What follows belongs to an exercise in optimizing a design on an open flow for small area, a short achievable clock period and few clock cycles per item; a production flow would make more cautious choices.
In this exercise RTL edits were held to simulation tests only and were not proved equivalent to the original.
Power is estimated from default activity; no workload was simulated.

==> v13: inputs <==
==> flow/design.v <==
`timescale 1ns / 1ps
module div_iter (
  input div_clk,
  input resetn,
  input div,
  input div_signed,
  input [31:0] x,
  input [31:0] y,
  output [31:0] s,
  output [31:0] r,
  output reg complete
  );
  localparam IDLE = 3'd0, ALIGN = 3'd1, ITER = 3'd2, FIX1 = 3'd3, FIX2 = 3'd4;
  genvar l, i;
  reg [2:0]  st;
  reg [31:0] R;
  reg [31:0] Q;
  reg [32:0] D;      
  reg [5:0]  cnt;    
  reg        xn;     
  reg        sn;     
  reg        yp;     
  reg        yz;     
  reg        sp;     
  wire xneg = div_signed & x[31];
  wire yneg = div_signed & y[31];
  wire [31:0] x_c = x ^ {32{xneg}};
  wire [31:0] y_c = y ^ {32{yneg}};
  function [5:0] blen;
    input [31:0] v;
    integer j;
    begin
      blen = 6'd0;
      for (j = 0; j < 32; j = j + 1)
        if (v[j]) blen = j + 1;
    end
  endfunction
  wire [5:0] xl = blen(x_c);
  wire [5:0] yl = blen(y_c) | {5'd0, yneg & ~|y_c};
  wire [6:0] kdiff = {1'b0, xl} - {1'b0, yl};
  wire [6:0] kq    = {1'b0, xl} + {6'd0, xneg} - {1'b0, yl};
  wire [4:0]  k  = cnt[4:0] & {5{~cnt[5]}};
  wire        yf = ~yneg;
  wire [32:0] d0 = {1'b1, y ^ {32{yf}}};
  wire [32:0] d1 = k[0] ? {d0[31:0], yf}        : d0;
  wire [32:0] d2 = k[1] ? {d1[30:0], {2{yf}}}   : d1;
  wire [32:0] d3 = k[2] ? {d2[28:0], {4{yf}}}   : d2;
  wire [32:0] d4 = k[3] ? {d3[24:0], {8{yf}}}   : d3;
  wire [32:0] d5 = k[4] ? {d4[16:0], {16{yf}}}  : d4;
  wire [34:0] pa = {1'b1, D, 1'b0} ^ {2'b00, R, 1'b0};
  wire [34:0] ga = ({1'b1, D, 1'b0} & {2'b00, R, 1'b0}) | {34'd0, yp};
  wire [34:0] gl [0:6];
  wire [34:0] pl [0:6];
  assign gl[0] = ga;
  assign pl[0] = pa;
  generate
    for (l = 0; l < 6; l = l + 1) begin : lvl
      for (i = 0; i < 35; i = i + 1) begin : b_
        if ((i >> l) & 1) begin : comb
          assign gl[l+1][i] = gl[l][i] | (pl[l][i] & gl[l][((i >> l) << l) - 1]);
          assign pl[l+1][i] = pl[l][i] & pl[l][((i >> l) << l) - 1];
        end else begin : pass
          assign gl[l+1][i] = gl[l][i];
          assign pl[l+1][i] = pl[l][i];
        end
      end
    end
  endgenerate
  wire [33:0] t = pa[34:1] ^ gl[6][33:0];
  wire        qbit = ~t[33];
  wire        special = &(pa[34:1] ^ ga[33:0]);
  wire [31:0] qv = Q ^ {32{sn}};
  wire [32:0] al [0:5];
  assign al[0] = {qv, sn ^ sp};
  generate
    for (l = 0; l < 5; l = l + 1) begin : ilvl
      for (i = 0; i < 33; i = i + 1) begin : ib_
        if ((i >> l) & 1) begin : comb
          assign al[l+1][i] = al[l][i] & al[l][((i >> l) << l) - 1];
        end else begin : pass
          assign al[l+1][i] = al[l][i];
        end
      end
    end
  endgenerate
  wire [31:0] q_fix = qv ^ al[5][31:0];
  always @(posedge div_clk) begin
    if (!resetn) begin
      st       <= IDLE;
      complete <= 1'b0;
    end else begin
      complete <= 1'b0;
      case (st)
        IDLE: begin
          if (div) begin
            R   <= x;
            Q   <= 32'd0;
            cnt <= kdiff[5:0];
            xn  <= xneg;
            sn  <= xneg ^ yneg;
            yp  <= ~yneg;
            yz  <= ~|y;
            sp  <= 1'b0;
            if (kq[6]) begin
              complete <= 1'b1;
              st       <= IDLE;
            end else
              st <= ALIGN;
          end
        end
        ALIGN: begin
          R <= x_c;
          D <= d5;
          if (yz) begin
            Q <= 32'hffffffff;
            if (sn)
              st <= FIX2;
            else begin
              complete <= 1'b1;
              st       <= IDLE;
            end
          end else if (cnt[5])
            st <= FIX1;
          else
            st <= ITER;
        end
        ITER: begin
          if (qbit) R <= t[31:0];
          Q   <= {Q[30:0], qbit};
          cnt <= cnt - 6'd1;
          if (cnt != 6'd0)
            D <= {1'b1, D[32:1]};
          else if (xn)
            st <= FIX1;
          else if (sn)
            st <= FIX2;
          else begin
            complete <= 1'b1;
            st       <= IDLE;
          end
        end
        FIX1: begin
          sp <= special;
          st <= FIX2;
        end
        default: begin
          if (xn) R <= sp ? 32'd0 : ~R;
          Q        <= q_fix;
          complete <= 1'b1;
          st       <= IDLE;
        end
      endcase
    end
  end
  assign s = Q;
  assign r = R;
endmodule
==> flow/flow/run.sh <==
#!/bin/bash
# The standard layout, with the synthesis left to map adders as plain
# logic (no half/full adder cells), so that abc sees whole carry paths.
set -euo pipefail
bash standard.sh ADDER_MAP_FILE= finish > standard.log 2>&1
==> flow/standard.sh <==
#!/bin/bash
# synth_recipe.tcl (not shown) runs the flow's synth.tcl, then flattens the netlist and writes it again
# the make line also repeats each setting of config.mk as NAME=value (left out here)
make -C /OpenROAD-flow-scripts/flow DESIGN_CONFIG=/design/flow/config.mk WORK_HOME=/design/flow/orfs CLKGATE_MAP_FILE= SYNTH_SCRIPT=/design/flow/synth_recipe.tcl "${@:-finish}"
==> flow/config.mk <==
export PLATFORM = sky130hd
export DESIGN_NAME = div_iter
export DESIGN_NICKNAME = div_iter
export VERILOG_FILES = /design/flow/design.v
export SDC_FILE = /design/flow/constraint.sdc
export NUM_CORES = 4
export LEC_CHECK = 0
export CAP_MARGIN = 20
export CORE_MARGIN = 2
export CORE_UTILIZATION = 60
export SETUP_SLACK_MARGIN = 1.5
export SLEW_MARGIN = 20
==> flow/constraint.sdc <==
create_clock -name core_clock -period 5.0 [get_ports {div_clk}]
set_input_delay 1.0000 -clock core_clock [delete_from_list [all_inputs] [get_ports {div_clk}]]
set_output_delay 1.0000 -clock core_clock [all_outputs]
set_load 0.01 [all_outputs]
==> inputs of v23, as changes to v13 <==
--- a/flow/design.v
+++ b/flow/design.v
@@ -17,5 +17,5 @@
   reg [31:0] Q;
   reg [32:0] D;      
-  reg [5:0]  cnt;    
+  reg [4:0]  cnt;    
   reg        xn;     
   reg        sn;     
@@ -40,5 +40,5 @@
   wire [6:0] kdiff = {1'b0, xl} - {1'b0, yl};
   wire [6:0] kq    = {1'b0, xl} + {6'd0, xneg} - {1'b0, yl};
-  wire [4:0]  k  = cnt[4:0] & {5{~cnt[5]}};
+  wire [4:0]  k  = cnt;
   wire        yf = ~yneg;
   wire [32:0] d0 = {1'b1, y ^ {32{yf}}};
@@ -50,39 +50,16 @@
   wire [34:0] pa = {1'b1, D, 1'b0} ^ {2'b00, R, 1'b0};
   wire [34:0] ga = ({1'b1, D, 1'b0} & {2'b00, R, 1'b0}) | {34'd0, yp};
-  wire [34:0] gl [0:6];
-  wire [34:0] pl [0:6];
-  assign gl[0] = ga;
-  assign pl[0] = pa;
-  generate
-    for (l = 0; l < 6; l = l + 1) begin : lvl
-      for (i = 0; i < 35; i = i + 1) begin : b_
-        if ((i >> l) & 1) begin : comb
-          assign gl[l+1][i] = gl[l][i] | (pl[l][i] & gl[l][((i >> l) << l) - 1]);
-          assign pl[l+1][i] = pl[l][i] & pl[l][((i >> l) << l) - 1];
-        end else begin : pass
-          assign gl[l+1][i] = gl[l][i];
-          assign pl[l+1][i] = pl[l][i];
-        end
-      end
-    end
-  endgenerate
-  wire [33:0] t = pa[34:1] ^ gl[6][33:0];
+  wire [33:0] t = {2'b00, R} + {1'b1, D} + {33'd0, yp};
   wire        qbit = ~t[33];
   wire        special = &(pa[34:1] ^ ga[33:0]);
   wire [31:0] qv = Q ^ {32{sn}};
-  wire [32:0] al [0:5];
-  assign al[0] = {qv, sn ^ sp};
+  wire [32:0] qc;
+  assign qc[0] = sn ^ sp;
   generate
-    for (l = 0; l < 5; l = l + 1) begin : ilvl
-      for (i = 0; i < 33; i = i + 1) begin : ib_
-        if ((i >> l) & 1) begin : comb
-          assign al[l+1][i] = al[l][i] & al[l][((i >> l) << l) - 1];
-        end else begin : pass
-          assign al[l+1][i] = al[l][i];
-        end
-      end
+    for (i = 0; i < 32; i = i + 1) begin : inc_
+      assign qc[i+1] = qc[i] & qv[i];
     end
   endgenerate
-  wire [31:0] q_fix = qv ^ al[5][31:0];
+  wire [31:0] q_fix = qv ^ qc[31:0];
   always @(posedge div_clk) begin
     if (!resetn) begin
@@ -96,5 +73,5 @@
             R   <= x;
             Q   <= 32'd0;
-            cnt <= kdiff[5:0];
+            cnt <= kdiff[4:0] & {5{~kdiff[6]}};
             xn  <= xneg;
             sn  <= xneg ^ yneg;
@@ -120,7 +97,5 @@
               st       <= IDLE;
             end
-          end else if (cnt[5])
-            st <= FIX1;
-          else
+          end else
             st <= ITER;
         end
@@ -128,6 +103,6 @@
           if (qbit) R <= t[31:0];
           Q   <= {Q[30:0], qbit};
-          cnt <= cnt - 6'd1;
-          if (cnt != 6'd0)
+          cnt <= cnt - 5'd1;
+          if (cnt != 5'd0)
             D <= {1'b1, D[32:1]};
           else if (xn)
==> flow/flow/run.sh (replaced) <==
#!/bin/bash
# The standard layout with these changes to how it is made:
# - synthesis maps adders as plain logic (no half/full adder cells), so that
#   abc sees and balances whole carry paths;
# - abc maps with flow/abc.script (see flow/synth.tcl): the logic is
#   balanced for depth and then mapped with the delay-oriented mapper;
# - every port still gets a buffer, but the smallest plain buffer (buf_1)
#   rather than the delay buffer the resizer picks by default.
# Everything else, including the registers, is the standard synthesis and
# layout.
set -euo pipefail
here=$(pwd)
bash standard.sh ADDER_MAP_FILE= "BUFFER_PORTS_ARGS=-buffer_cell sky130_fd_sc_hd__buf_1" SYNTH_SCRIPT="$here/flow/synth.tcl" finish > standard.log 2>&1
==> flow/flow/abc.script (new file) <==
strash
&get -n
&st
&dch
&nf
&st
&syn2
&if -g -K 6
&synch2
&nf
&st
&syn2
&if -g -K 6
&synch2
&put
dch -f
map
strash
dch -f
map
buffer -c
topo
upsize -c
dnsize -c
==> flow/flow/synth.tcl (new file) <==
proc synth {args} { yosys synth -nofsm -noshare {*}$args }
# Technology mapping with our own abc script (flow/abc.script beside this
# file): balance the logic, then the delay-oriented classic mapper.
set ::my_abc_script [file join [file dirname [file normalize [info script]]] abc.script]
proc abc {args} {
  set i [lsearch -exact $args -script]
  if { $i >= 0 } { set args [lreplace $args $i [expr {$i + 1}] -script $::my_abc_script] }
  yosys abc {*}$args
}
source $::env(SCRIPTS_DIR)/synth.tcl
# left out here: clear keep_hierarchy, flatten, clean up, hide names made inside functions, write 1_2_yosys.v
--- a/flow/config.mk
+++ b/flow/config.mk
@@ -9,4 +9,4 @@
 export CORE_MARGIN = 2
 export CORE_UTILIZATION = 60
-export SETUP_SLACK_MARGIN = 1.5
+export SETUP_SLACK_MARGIN = 2.0
 export SLEW_MARGIN = 20
==> flow_summary.yaml <==
critical_path:
  worstRegToRegCells: 13
synthesis:
  netlist.area_leader.share: 0.264
  synth_mux_area_frac: 0.0376
  synth-xor-area-share: 0.115
route:
  wl_met3_um: 5210
finish:
  final_cell_area_um2: 15200
  final_core_utilization: 0.754
pwr:
  p_seq_frac: 0.343
  p_sw_w: 0.00166
worst_hold_path:
  holdPathStages: 1
outcome:
  status: "timing/DRC/antenna clean"
place:
  place.gp.congestion: 0.992
sta:
  clock_skew_ns: 0.0117
Source of the figures above: v13

==> flow_summary.yaml <==
synthesis:
  synth_mux_area_frac: 0.00412
  synth-xor-area-share: 0.0375
worst_hold_path:
  holdPathStages: 2
pwr:
  p_seq_frac: 0.341
  p_sw_w: 0.00167
finish:
  final_cell_area_um2: 14500
sta:
  clock_skew_ns: 0.0200
outcome:
  status: "timing/DRC/antenna clean"
place:
  place.gp.congestion: 1.01
route:
  wl_met3_um: 6480
Source of the figures above: v23

Testbench counts of v13, summed over its fixed seeds: cycles 37,988, divs 4,800.
Testbench counts of v23, summed over its fixed seeds: cycles 38,018, divs 4,800.

## static timing again, ports no longer ideal
Ports are ideal in the flow. The routed layouts listed here were re-timed in OpenROAD.
Step 1 assumes that a clkbuf_16 drives the clock port and a buf_2 every other input.
Step 2, shift: input delay + t, output delay - t, t = (earliest + latest rising clock arrival at the registers) / 2. This alone moves slack from input paths to output paths.
Three values: no drivers, after step 1, after step 2; two values: the first two.
run	t, ns	setup slack, ns	worst hold slack (ns)	worst setup path at the end	slew at the worst register clock pin (ns)
v13	0.411	1.299 / 1.299 / 1.040	0.692 / 0.692 / 0.692	input to register	0.08 / 0.08
v23	0.420	1.953 / 1.974 / 1.554	0.617 / 0.617 / 0.617	input to register	0.09 / 0.09
After both steps every run listed still meets setup and hold. The setup slack of v23, which loses most, moves by +0.021 ns with the drivers and by -0.399 ns with both steps.
